This design comes from an exercise in tuning for small area on the open sky130 flow, not from production work.
Function was checked by simulation only, so behaviour that the tests miss may differ from the original.

== JK ==
==> flow/design.v (excerpt) <==
module CPU(
    input [7:0] Ins,
    input RESET,
    input sCLK,
    output [6:0] SEG1,
    output [6:0] SEG2,
    output [6:0] SEG3,
    output [6:0] SEG4,
    output [6:0] SEG5,
    output [7:0] ADD
    );
Size: about 1000 cells after synthesis, ~53 I/O pins, about 13000 sq um of cells after synthesis.
clock: 11.0 ns
lec_check: 0
cap_margin: 20
core_margin: 2
core_utilization: 70
gpl_timing_driven: 1
place_density: 0.8
slew_margin: 20
standard.sh (not shown) runs the stock make flow with config.mk's settings and CLKGATE_MAP_FILE= SYNTH_SCRIPT=/design/flow/synth_recipe.tcl, a recipe that flattens the netlist after the stock synthesis.
==> flow/flow/run.sh <==
#!/bin/bash
# Own layout flow: the standard synthesis, then the logic between the
# flip-flops re-mapped for area (flow/resynth.tcl, flip-flops untouched), then
# the standard ORFS flow with smaller port and clock buffers.
# Each tool's output goes to a log file of its own in this folder.
set -euo pipefail
HERE=$(pwd)
R=$HERE/orfs/results/sky130hd/CPU/base
CTSBUF=${CTSBUF:-sky130_fd_sc_hd__clkbuf_4}
CTSCL=${CTSCL:--sink_clustering_max_diameter 50 -sink_clustering_size 10}
VARS=(
  "CTS_ARGS=-sink_clustering_enable -repair_clock_nets -dont_use_dummy_load -buf_list $CTSBUF $CTSCL"
  "PRE_RESIZE_TCL=$HERE/flow/pre_resize.tcl"
  "PRE_GLOBAL_PLACE_TCL=$HERE/flow/pre_gpl.tcl"
)
bash standard.sh "${VARS[@]}" synth > make_synth.log 2>&1
cp $R/1_2_yosys.v $HERE/standard_synth.v
printf 'set_driving_cell sky130_fd_sc_hd__buf_1\nset_load 5\n' > $HERE/abc.constr
# Re-map in rounds: each round maps the previous round's netlist with every
# script in flow/area*.abc and keeps the smallest; stop when a round gains nothing.
SCRIPTS="$(ls $HERE/flow/area*.abc | tr '\n' ' ')"
LIB=$FLOW_HOME/platforms/sky130hd/lib/sky130_fd_sc_hd__tt_025C_1v80.lib
prev=$HERE/standard_synth.v
prev_area=1e12
for round in 1 2 3 4; do
  LIB=$LIB IN=$prev OUT=$HERE/resynth_$round.v TOP=$FLOW_TOP \
  ABC_SCRIPTS="$SCRIPTS" ABC_CONSTR=$HERE/abc.constr STAT=$HERE/resynth_stat_$round.txt \
    yosys -c $HERE/flow/resynth.tcl > resynth_$round.log 2>&1
  area=$(sed -n "s/.*Chip area for module '[^']*': *\([0-9.]*\).*/\1/p" $HERE/resynth_stat_$round.txt | tail -1)
  echo "round $round area $area (previous $prev_area)" >> resynth_rounds.log
  if awk -v a="$area" -v b="$prev_area" 'BEGIN{exit !(a < b - 1)}'; then
    prev=$HERE/resynth_$round.v; prev_area=$area
  else
    break
  fi
done
cp $prev $R/1_2_yosys.v
rm -f $R/1_synth.odb $R/1_synth.sdc
bash standard.sh "${VARS[@]}" finish > make_finish.log 2>&1
Other scripts of this flow, unchanged in this note and not shown: flow/flow/area1.abc, flow/flow/area2.abc, flow/flow/area3.abc, flow/flow/area4.abc, flow/flow/area5.abc, flow/flow/area6.abc, flow/flow/area7.abc, flow/flow/area8.abc, flow/flow/area9.abc, flow/flow/pre_gpl.tcl, flow/flow/pre_resize.tcl, flow/flow/resynth.tcl
The inputs of MS differ from those of JK as listed below.
Settings: GPL_TIMING_DRIVEN changed from 1 to 0.
- Re count of inserted tapcells: no difference whatsoever between JK and MS.
- Measured against each other, MS and JK differ in total number of cells along the worst setup path, the lower figure coming from JK.
- Core occupancy in the finished layout delta for MS relative to JK: 1.1 points higher
- JK reports its beginning of the critical path as Ins[2] while MS reports Ins[3].
- Higher wire length on met3 among MS and JK: JK
- Changes observed in MS relative to JK: hold slack decreased by 0.0054 ns relative to the old numbers, setup slack after layout decreased by 0.28 ns relative to the old numbers.
- Going from JK to MS, global-route wire length before repair shows a reduction of about 5%, slew at the pin closest to its max-slew limit down 0.0053 ns.
Input changes introduced in AL (baseline for comparison: MS):
Settings: CAP_MARGIN: 20 -> 5; SLEW_MARGIN: 20 -> 5; GPL_TIMING_DRIVEN: 0 -> 1.
--- outcome ---
- AL ran to completion and came out clean on the timing, design-rule and antenna checks.
- AL vs MS on buffer share of cell area: AL is the higher one.
- On fraction of met1 tracks used by global routing: AL sits above MS.
- Higher final standard cell area without fillers was reported by MS, not AL.
- Looking at total global routing track utilization across AL and MS, the one that comes out lower is MS.
- AL vs MS, timing startpoint of the critical path: Ins[2] vs Ins[3]
- Summary of AL over MS: worst hold slack went up 0.0054 ns; total met2 wirelength after detailed routing increased 4.4%; length of routed met3 wiring saw an increase.
- Summary of AL over MS: critical path depth -4.0%, clock latency at the later pin of the worst-skew pair +0.02 ns.

==> afterwards: timing with drivers on the ports <==
Ports are ideal in the flow. The routed layouts listed here were re-timed in OpenROAD.
Step 1, drivers: a clkbuf_16 drives sCLK and a buf_2 each remaining input, both assumed.
Step 2 times the ports against the registers' clock, not the clock port: input delays grow and output delays shrink by t, the midpoint of the rising clock arrivals with the driver on.
Three values: ideal, step 1, step 2; two values: the first two.
| run | t, ns | setup WS [ns] | latest minus earliest clock arrival (ns) | slew at the worst register clock pin (ns) |
|---|---|---|---|---|
| JK | 0.696 | 0.558 / 0.537 / 0.537 | 0.085 / 0.085 | 0.11 / 0.11 |
| MS | 0.690 | 0.275 / 0.253 / 0.253 | 0.057 / 0.057 | 0.11 / 0.11 |
| AL | 0.696 | 0.558 / 0.537 / 0.537 | 0.085 / 0.085 | 0.11 / 0.11 |
After both steps setup and hold are still met in every run listed. The setup slack of MS, which loses most, moves by -0.022 ns with the drivers and by -0.022 ns with both steps.
